What follows belongs to an exercise in optimizing a design on an open flow for small area, a short achievable clock period and few clock cycles per item; a production flow would make more cautious choices.
In this exercise RTL edits were held to simulation tests only and were not proved equivalent to the original.

==> flow/design.v, too long to show whole: its modules and the start of the top module <==
// module fa: 4 lines
// module ha: 4 lines
// module hai: 4 lines
// module qsel: 7 lines
// module bc: 4 lines
// module gc: 3 lines
// module sq_mod_p: 1143 lines
// module sq_mod_q: 1773 lines
// module crt_s: 1071 lines
// module crt_x: 486 lines
// module decode_7seg: 26 lines
// module bbs_generator: 60 lines
module bbs_generator(
    input  wire CLOCK_50,
    input  wire res,
    input  wire [63:0] seed,
    output wire [9:0] LEDR,
    output reg  valid,
    output wire [63:0] x_out,
    output wire [6:0] HEX0,
    output wire [6:0] HEX1,
    output wire [6:0] HEX2,
    output wire [6:0] HEX3,
    output wire [6:0] HEX4,
    output wire [6:0] HEX5
);
  // ...
==> flow/run.sh <==
#!/bin/bash
# synth_recipe.tcl (not shown) runs the flow's synth.tcl, then flattens the netlist and writes it again
# the make line also repeats each setting of config.mk as NAME=value (left out here)
make -C /OpenROAD-flow-scripts/flow DESIGN_CONFIG=/design/flow/config.mk WORK_HOME=/design/flow/orfs CLKGATE_MAP_FILE= SYNTH_SCRIPT=/design/flow/synth_recipe.tcl finish
==> flow/config.mk <==
export PLATFORM = sky130hd
export DESIGN_NAME = bbs_generator
export DESIGN_NICKNAME = bbs_generator
export VERILOG_FILES = /design/flow/design.v
export SDC_FILE = /design/flow/constraint.sdc
export NUM_CORES = 4
export LEC_CHECK = 0
export CAP_MARGIN = 20
export CORE_MARGIN = 2
export CORE_UTILIZATION = 60
export SETUP_SLACK_MARGIN = 1.5
export SLEW_MARGIN = 20
export SYNTH_HIERARCHICAL = 1
export SYNTH_MINIMUM_KEEP_SIZE = 0
==> flow/constraint.sdc <==
create_clock -name core_clock -period 12.0 [get_ports {CLOCK_50}]
set_input_delay 2.4000 -clock core_clock [delete_from_list [all_inputs] [get_ports {CLOCK_50}]]
set_output_delay 2.4000 -clock core_clock [all_outputs]
set_load 0.01 [all_outputs]
==> metrics.md, run 1 <==
| Metric | Value |
|---|---|
| Hold crit path type | `reg -> reg` |
| Synth Area in XOR/XNOR | `3.77%` |
| Synth Area in Compound Gates | `8.38%` |
| Area share of and/or/nand/nor cells after synthesis | `16.6%` |
| Pre-antenna DRT Iters | `6` |
| Core Region | `0.0903 mm^2` |
| Status | `finished clean` |
| Initial Util | `60.6%` |
| Max-cap violations | `0` |
| Port bufs | `172` |
| Fraction of layout cells with a size suffix above 1 | `5.69%` |
| Fraction of registers with async set/reset | `100%` |
| Area delta synth->final | `6.54%` |
| Commonest non-fill, non-tap cell in the layout | `fa_1` |
| Core Rows | `110` |
| Most used cell, CP | `fa_1` |
| Final Max Slew Viols | `0` |
| CTS Buf Count | `17` |
| Top cell type's share of synthesized area | `51.4%` |
| Multi-input gates | `4,493` |
| Cell count along the critical path | `26` |
| Flop2flop setup slack | `1.94 ns` |
| CP bufs+invs | `1` |
| Initial DRC count | `3,178` |
| CP Data Required Time | `12.44 ns` |
| Pin count of the biggest net entering global routing | `93` |
| Period minus WS final | `10.06 ns` |
| Drt drc | `0` |
| Post-synth EDFFs | `0` |
| Wl on met1 | `65.5 mm` |
Testbench counts, summed over its fixed seeds: cycles 216, numbers 192.
==> inputs of run 2 (changes only) <==
--- a/flow/config.mk
+++ b/flow/config.mk
@@ -9,5 +9,5 @@
 export CORE_MARGIN = 2
 export CORE_UTILIZATION = 60
-export SETUP_SLACK_MARGIN = 1.5
+export SETUP_SLACK_MARGIN = 2.5
 export SLEW_MARGIN = 20
 export SYNTH_HIERARCHICAL = 1
==> metrics.md, run 2 <==
| Metric | Value |
|---|---|
| Drt drc | `0 (unchanged)` |
| Worst r2r src | `b_reg[24]$_DFF_PP0_` |
| CTS sink count | `151` |
| Core Region | `0.0903 mm^2 (unchanged)` |
| Initial antenna violation count | `7` |
| Min-delay src | `phase[0]$_DFFE_PP0N_` |
| Post-synth EDFFs | `0 (unchanged)` |
| Global-route usage over all layers | `38.5%` |
| Worst slew pin tran | `1.09 ns` |
| WL/cell | `26.9 um` |
| Root Driver | `clkbuf_16` |
| Placed Area | `0.0577 mm^2` |
| Buffer levels on the longest clock path | `2` |
| Worst slew margin | `27.0%` |
| Layout Skew | `0.0217 ns` |
| Vias per cell | `6.12` |
| Largest delay contributor family on the critical path | `adder cells` |
| Most used cell, CP | `ha_1` |
| Die H | `306 um` |
| Die area | `0.0937 mm^2` |
| Initial Util | `60.6% (unchanged)` |
| Synth cell count leaders | `fa_1, nand2_1, and2_1` |
| Primary FF master, synth | `dfrtp_1` |
| Pin count of the biggest net entering global routing | `93 (unchanged)` |
| Crit path kind | `reg -> out` |
| Worst Path Arrival | `6.91 ns` |
| Unrepaired setup endpoints after global routing | `true` |
| Reg clk slew, reported paths | `0.08 ns` |
| CP Max Fanout | `9` |
| ANT nets after route | `0` |
| Most frequent cell after synthesis | `fa_1` |
| RD Place Congestion | `1.00` |
| Pre-antenna DRT Iters | `6 (unchanged)` |
| Area delta synth->final | `8.77%` |
| Max-cap violations | `0 (unchanged)` |
| Drt total wl | `174 mm` |
| CP cell instances | `clkinvlp_4 -> fa_1 -> fa_1 -> ha_1 -> ha_1 -> and2_1 -> and2_1 -> a21o_2 -> a21o_4 -> a21o_1 -> a21o_1 -> xnor2_1 -> ha_1 -> xor2_1 -> xnor2_1 -> ha_1 -> a21o_1 -> a31oi_2 -> ha_1 -> and2b_2 -> nand2_2 -> nor3_2 -> xnor2_1 -> clkdlybuf4s50_1` |
| Number of global-route vias before repair | `44,200` |
| R2r worst-path depth | `28` |
| Syn. warnings | `8` |
| Syn avg cell area | `10.6 um^2` |
| FMAX | `107 MHz` |
| Port bufs | `172 (unchanged)` |
| Startpoint types | `flip-flop` |
| Top cells by area, synth | `fa_1, ha_1, dfrtp_1, nand2_1, and2_1` |
| Ant diodes | `0` |
| Core Rows | `110 (unchanged)` |
| CTS tree | `done` |
| Reg2reg end | `b_reg[5]$_DFF_PP0_` |
| Unique cell type count in the Yosys netlist | `68` |
| I/O pin count | `183` |
| Hold_ws | `0.481 ns` |
| Total number of vias | `39,500` |
| Filler cell count in the final layout | `7,216` |
| Largest area contributor in the netlist | `fa_1` |
| CP bufs+invs | `2 (+1)` |
| First-pass GRT wire length | `268 mm` |
| Status | `finished clean` |
| Synthesized flop and latch total | `151` |
| Hold crit path type | `reg -> reg` |
| Fraction of registers with async set/reset | `100% (unchanged)` |
| Setup Total Neg Slack | `0 ns` |
| Worst path max stage delay | `0.56 ns` |
| Nets@finish | `7,100` |
| Most frequent cells in the layout | `fa_1, nand2_1, and2_1, a21o_1, ha_1` |
| CP Data Required Time | `9.60 ns (-2.84 ns)` |
| Netlist Area Pre-Place | `0.0548 mm^2` |
| CTS Buf Count | `17 (unchanged)` |
| Crit share post-route | `77.6%` |
| Worst Hold Depth | `1` |
| CTS H-tree lvls | `4` |
| Total grt overflow | `0` |
| Final Max Slew Viols | `0 (unchanged)` |
| Crit-path slowest cell | `clkdlybuf4s50_1` |
| Hold endpoint | `phase[0]$_DFFE_PP0N_` |
| Hold-fix buffers, CTS | `0` |
| Initial DRC count | `3,232 (+1.7%)` |
| Sequential share of the synthesized area | `6.90%` |
| Cells after synthesis | `5,163` |
| Die Wd | `306 um` |
| Endpoints failing setup | `0` |
| Clock Latency Late Sink | `0.53 ns` |
| Critical Path Sink Type | `primary output` |
| Commonest non-fill, non-tap cell in the layout | `fa_1` |
| Post-DP HPWL | `134 mm` |
| Fraction of layout cells with a size suffix above 1 | `8.30% (+2.6 points)` |
| Top cell type's share of synthesized area | `51.4% (unchanged)` |
| Period minus WS final | `9.31 ns (-0.748 ns)` |
| Finished Cell Area | `0.0596 mm^2` |
| Flop2flop setup slack | `2.75 ns (+0.81 ns)` |
| Final hold vios | `0` |
## run 2: repair_timing
item                       in CTS  in global routing
setup endpoints to repair      88                 78
cloned                          1                 10
buffers inserted               11                 28
resized for setup              71                147
pin swaps                       3                  3
## run 2: per-stage QoR
step	util [%]	worst slack, ns	std cells
5_1_grt	66.0	2.39	6467
6_report	66.0	2.69	6467
4_1_cts	64.9	2.50	6429
3_5_place_dp	63.9	1.79	6385
2_1_floorplan	-	3.26	5179
3_3_place_gp	63.9	1.90	6384
## run 2: cell families after synthesis
family          share of synthesized area [%]
compound gates                           8.38
xor+xnor                                 3.77
fa+ha+maj                                59.4
buf+inv                                  4.01
flops                                    6.90
mux                                     0.921
other cells                            0.0206
simple gates                             16.6
## run 2: worst max-delay path by stage
stage                        start                 end  slack [ns]  cells after the start
2_1_floorplan   b_reg[0]$_DFF_PP0_  b_reg[6]$_DFF_PP0_        3.26                     27
3_3_place_gp    a_reg[1]$_DFF_PP0_  s_reg[1]$_DFF_PP0_        1.90                     28
3_5_place_dp    a_reg[1]$_DFF_PP0_  s_reg[1]$_DFF_PP0_        1.79                     28
4_1_cts        b_reg[19]$_DFF_PP0_  b_reg[6]$_DFF_PP0_        2.50                     27
5_1_grt         s_reg[7]$_DFF_PP0_           x_out[57]        2.39                     24
6_report        s_reg[7]$_DFF_PP0_           x_out[57]        2.69                     24
## run 2: final cells by class
cell class	count	area, um^2	share of cell area [%]
clock buffer	18	429	0.721
clock inverter	14	180	0.303
inverter	290	1130	1.89
multi-input combinational	4494	49100	82.5
sequential	151	3810	6.41
tap	1176	1470	2.47
timing repair buffer	324	3420	5.74
## run 2: per-module statistics from Yosys (local to each module, per instance), a selection
module | cells inside | area (um^2) | times used | flip-flops and latches
ha | 1 | 12.5 | 267 | 0
crt_s | 247 | 1730 | 1 | 0
sq_mod_q | 801 | 3730 | 1 | 0
gc | 1 | 7.51 | 64 | 0
sq_mod_p | 809 | 3750 | 1 | 0
decode_7seg | 30 | 243 | 6 | 0
## run 2: metal layers
metal	track usage [%]	wire (um)	share of wire, %	up-vias
met5	0	45	0.026	-
met4	18.0	8940	5.1	8
met3	12.3	19800	11	498
met2	59.2	78600	45	2334
met1	50.2	66400	38	20200
li1	-	-	-	16500
==> inputs of run 3 (changes only) <==
--- a/flow/config.mk
+++ b/flow/config.mk
@@ -8,5 +8,5 @@
 export CAP_MARGIN = 20
 export CORE_MARGIN = 2
-export CORE_UTILIZATION = 60
+export CORE_UTILIZATION = 70
 export SETUP_SLACK_MARGIN = 2.5
 export SLEW_MARGIN = 20
==> metrics.md, run 3 <==
| Metric | Value |
|---|---|
| Status | `finished clean` |
| Setup crit end | `b_reg[4]$_DFF_PP0_` |
| Max-cap violations | `0 (unchanged)` |
| Buffer levels on the longest clock path | `2 (unchanged)` |
| Initial DRC count | `4,901 (+52%)` |
| Worst path max stage delay | `0.76 ns (+0.20 ns)` |
| Core Region | `0.0775 mm^2 (-14%)` |
| Largest delay contributor family on the critical path | `adder cells` |
| CP Max Fanout | `17 (+8)` |
| Startpoint types | `flip-flop` |
| Syn. warnings | `8 (unchanged)` |
| Unrepaired setup endpoints after global routing | `true` |
| Crit. Startpoint | `b_reg[5]$_DFF_PP0_` |
| Most frequent cell after synthesis | `fa_1` |
| R2r worst-path depth | `26 (-7.1%)` |
| Number of global-route vias before repair | `44,800 (+1.4%)` |
| Crit-path slowest cell | `fa_1` |
| Commonest non-fill, non-tap cell in the layout | `fa_1` |
| Flop2flop setup slack | `2.59 ns (-0.16 ns)` |
| RD Place Congestion | `1.03 (+2.7%)` |
| Top cell type's share of synthesized area | `51.4% (unchanged)` |
| Crit share post-route | `78.4% (+0.83 points)` |
| Reg2reg end | `b_reg[4]$_DFF_PP0_` |
| CTS Buf Count | `17 (unchanged)` |
| Hold-fix buffers, CTS | `0 (unchanged)` |
| FMAX | `106 MHz (-1.1%)` |
| Cell count along the critical path | `26 (+8.3%)` |
| Final hold vios | `0 (unchanged)` |
| Most used cell, CP | `fa_1` |
| Worst r2r src | `b_reg[5]$_DFF_PP0_` |
| Pin count of the biggest net entering global routing | `89 (-4.3%)` |
| Post-DP HPWL | `130 mm (-3.2%)` |
| Total number of vias | `41,600 (+5.2%)` |
| Worst slew pin tran | `1.04 ns (-0.0473 ns)` |
| Period minus WS final | `9.41 ns (+0.0999 ns)` |
| Worst slew margin | `30.2% (+3.2 points)` |
| Die Wd | `284 um (-7.3%)` |
| Fraction of layout cells with a size suffix above 1 | `8.30% (about the same)` |
| Layout Skew | `0.0230 ns (+0.00133 ns)` |
| First-pass GRT wire length | `262 mm (-2.1%)` |
| Drt drc | `0 (unchanged)` |
| Total grt overflow | `0 (unchanged)` |
| Cells after synthesis | `5,163 (unchanged)` |
| Top cells by area, synth | `fa_1, ha_1, dfrtp_1, nand2_1, and2_1` |
| Setup Total Neg Slack | `0 ns (unchanged)` |
| Reg area | `0.00382 mm^2 (+0.26%)` |
| Sequential share of the synthesized area | `6.90% (unchanged)` |
| Initial Util | `70.7% (+10 points)` |
| Primary FF master, synth | `dfrtp_1` |
| Critical Path Sink Type | `flip-flop` |
| Largest area contributor in the netlist | `fa_1` |
| Netlist Area Pre-Place | `0.0548 mm^2 (unchanged)` |
| Pre-antenna DRT Iters | `7 (+1)` |
| Most frequent cells in the layout | `fa_1, nand2_1, and2_1, a21o_1, ha_1` |
| CTS H-tree lvls | `4 (unchanged)` |
| Unique cell type count in the Yosys netlist | `68 (unchanged)` |
| Fraction of registers with async set/reset | `100% (unchanged)` |
| Root Driver | `clkbuf_16` |
| Die H | `284 um (-7.3%)` |
| Syn avg cell area | `10.6 um^2 (unchanged)` |
| Reg clk slew, reported paths | `0.07 ns (about the same)` |
| Area delta synth->final | `8.70% (about the same)` |
| CP Data Required Time | `12.38 ns (+2.78 ns)` |
| Port bufs | `172 (unchanged)` |
| Vias per cell | `6.56 (+7.3%)` |
| Drt total wl | `174 mm (about the same)` |
| Nets@finish | `7,109 (+0.13%)` |
| Clock Latency Late Sink | `0.51 ns (-0.02 ns)` |
| Initial antenna violation count | `7 (unchanged)` |
| Post-synth EDFFs | `0 (unchanged)` |
| CTS sink count | `151 (unchanged)` |
| WL/cell | `27.4 um (+2.0%)` |
| Final Max Slew Viols | `0 (unchanged)` |
| Worst Path Arrival | `9.79 ns (+2.88 ns)` |
| Die area | `0.0805 mm^2 (-14%)` |
| Crit path kind | `reg -> reg` |
| CP bufs+invs | `1 (-1)` |
| Filler cell count in the final layout | `5,114 (-29%)` |
| Synthesized flop and latch total | `151 (unchanged)` |
| CTS tree | `done` |
| I/O pin count | `183 (unchanged)` |
| Hold crit path type | `reg -> reg` |
| Endpoints failing setup | `0 (unchanged)` |
| Global-route usage over all layers | `43.5% (+4.9 points)` |
| Area of the multi-input gates | `0.0491 mm^2 (about the same)` |
| Synth cell count leaders | `fa_1, nand2_1, and2_1` |
| ANT nets after route | `0 (unchanged)` |
| Core Rows | `102 (-7.3%)` |
run 3: worst min-delay path by stage:
stage                         start                   end  slack [ns]  cells past startpoint
2_1_floorplan  phase[0]$_DFFE_PP0N_  phase[0]$_DFFE_PP0N_        0.45                      1
3_3_place_gp   phase[0]$_DFFE_PP0N_  phase[0]$_DFFE_PP0N_        0.46                      1
3_5_place_dp   phase[0]$_DFFE_PP0N_  phase[0]$_DFFE_PP0N_        0.46                      1
4_1_cts        phase[0]$_DFFE_PP0N_  phase[0]$_DFFE_PP0N_        0.48                      1
5_1_grt        phase[0]$_DFFE_PP0N_  phase[0]$_DFFE_PP0N_        0.52                      1
6_report       phase[0]$_DFFE_PP0N_  phase[0]$_DFFE_PP0N_        0.51                      1
run 3: per-module statistics from Yosys, one instance, submodules excluded, excerpt:
module | cell area (um^2) | flip-flops and latches | copies in the design
decode_7seg | 243 | 0 | 6
hai | 27.5 | 0 | 24
crt_x | 1140 | 0 | 1
sq_mod_p | 3750 | 0 | 1
fa | 20.0 | 0 | 1404
ha | 12.5 | 0 | 267
crt_s | 1730 | 0 | 1
run 3: layer usage:
layer  track usage (%)  wire, um
met3              15.0     24300
met1              55.8     60300
met4              23.3     12300
met2              65.6     76900
met5                 0       122
run 3: cells by family after synthesis:
logic type / Yosys count / synth area share (%)
adders and majority gates: 1757 / 59.4
muxes: 35 / 0.921
DFF: 151 / 6.90
AOI/OAI and AO/OA: 590 / 8.38
and+or+nand+nor: 1856 / 16.6
xor gates and xnor gates: 236 / 3.77
buffers and inverters: 535 / 4.01
other: 3 / 0.0206
run 3: cell type report:
type | instances | area share [%]
Antenna cell | 1 | 0.00420
Sequential cell | 151 | 6.43
Clock inverter | 14 | 0.219
Timing Repair Buffer | 332 | 5.99
Multi-Input combinational cell | 4495 | 82.6
Clock buffer | 18 | 0.738
Inverter | 290 | 1.88
Tap cell | 1040 | 2.19
run 3: per-stage QoR:
step / instance area, um^2 / worst slack (ns) / instances / hold slack (ns) / util [%]
after CTS: 58500 / 2.50 / 6286 / 0.481 / 75.5
after global routing: 59500 / 2.40 / 6340 / 0.524 / 76.8
after floorplan: 54800 / 3.26 / 5179 / 0.446 / -
final: 59500 / 2.59 / 6341 / 0.505 / 76.8
after global placement: 57500 / 2.10 / 6246 / 0.462 / 74.2
after detailed placement: 57500 / 1.90 / 6246 / 0.463 / 74.2
run 3: worst reg2reg max path: stages (launching register included):
cell      delay (ns)
dfrtp_2         0.51
buf_12          0.23
nand2_1         0.12
fa_1            0.42
fa_1            0.42
fa_1            0.40
fa_1            0.56
fa_1            0.47
fa_1            0.77
fa_1            0.53
fa_1            0.53
fa_1            0.45
fa_1            0.57
nand2b_1        0.09
ha_1            0.36
a21o_1          0.20
a21o_1          0.21
a21o_1          0.20
a21o_1          0.18
a21o_1          0.19
ha_4            0.30
or2b_2          0.35
xnor2_2         0.19
ha_1            0.24
or3_1           0.42
nand2b_1        0.14
xor2_2          0.24
run 3: what timing repair did:
item,CTS,global route
cloned,0,12
gates resized for setup,110,113
setup endpoints to repair,87,85
buffers inserted,8,41
pin swaps,4,7

-- afterwards: timing with drivers on the ports --
How much do the figures lean on ideal ports? The routed layouts below were timed once more, with nothing changed but the port constraints. Step 1, drivers: a clkbuf_16 drives CLOCK_50 and a buf_2 each remaining input, both assumed. Step 2 times the ports against the registers' clock, not the clock port: input delays grow and output delays shrink by t, the midpoint of the rising clock arrivals with the driver on. Slacks: ideal ports / drivers / drivers and shift; pairs: ideal ports / drivers.
run	t (ns)	setup slack, ns	worst slew at a driven data input, ns
run 1	0.589	1.943 / 1.939 / 1.943	0.05
run 2	0.591	2.691 / 2.617 / 2.564	0.05
run 3	0.562	2.591 / 2.548 / 2.591	0.05
After both steps every run listed still meets setup and hold. The setup slack of run 2, which loses most, moves by -0.074 ns with the drivers and by -0.127 ns with both steps.
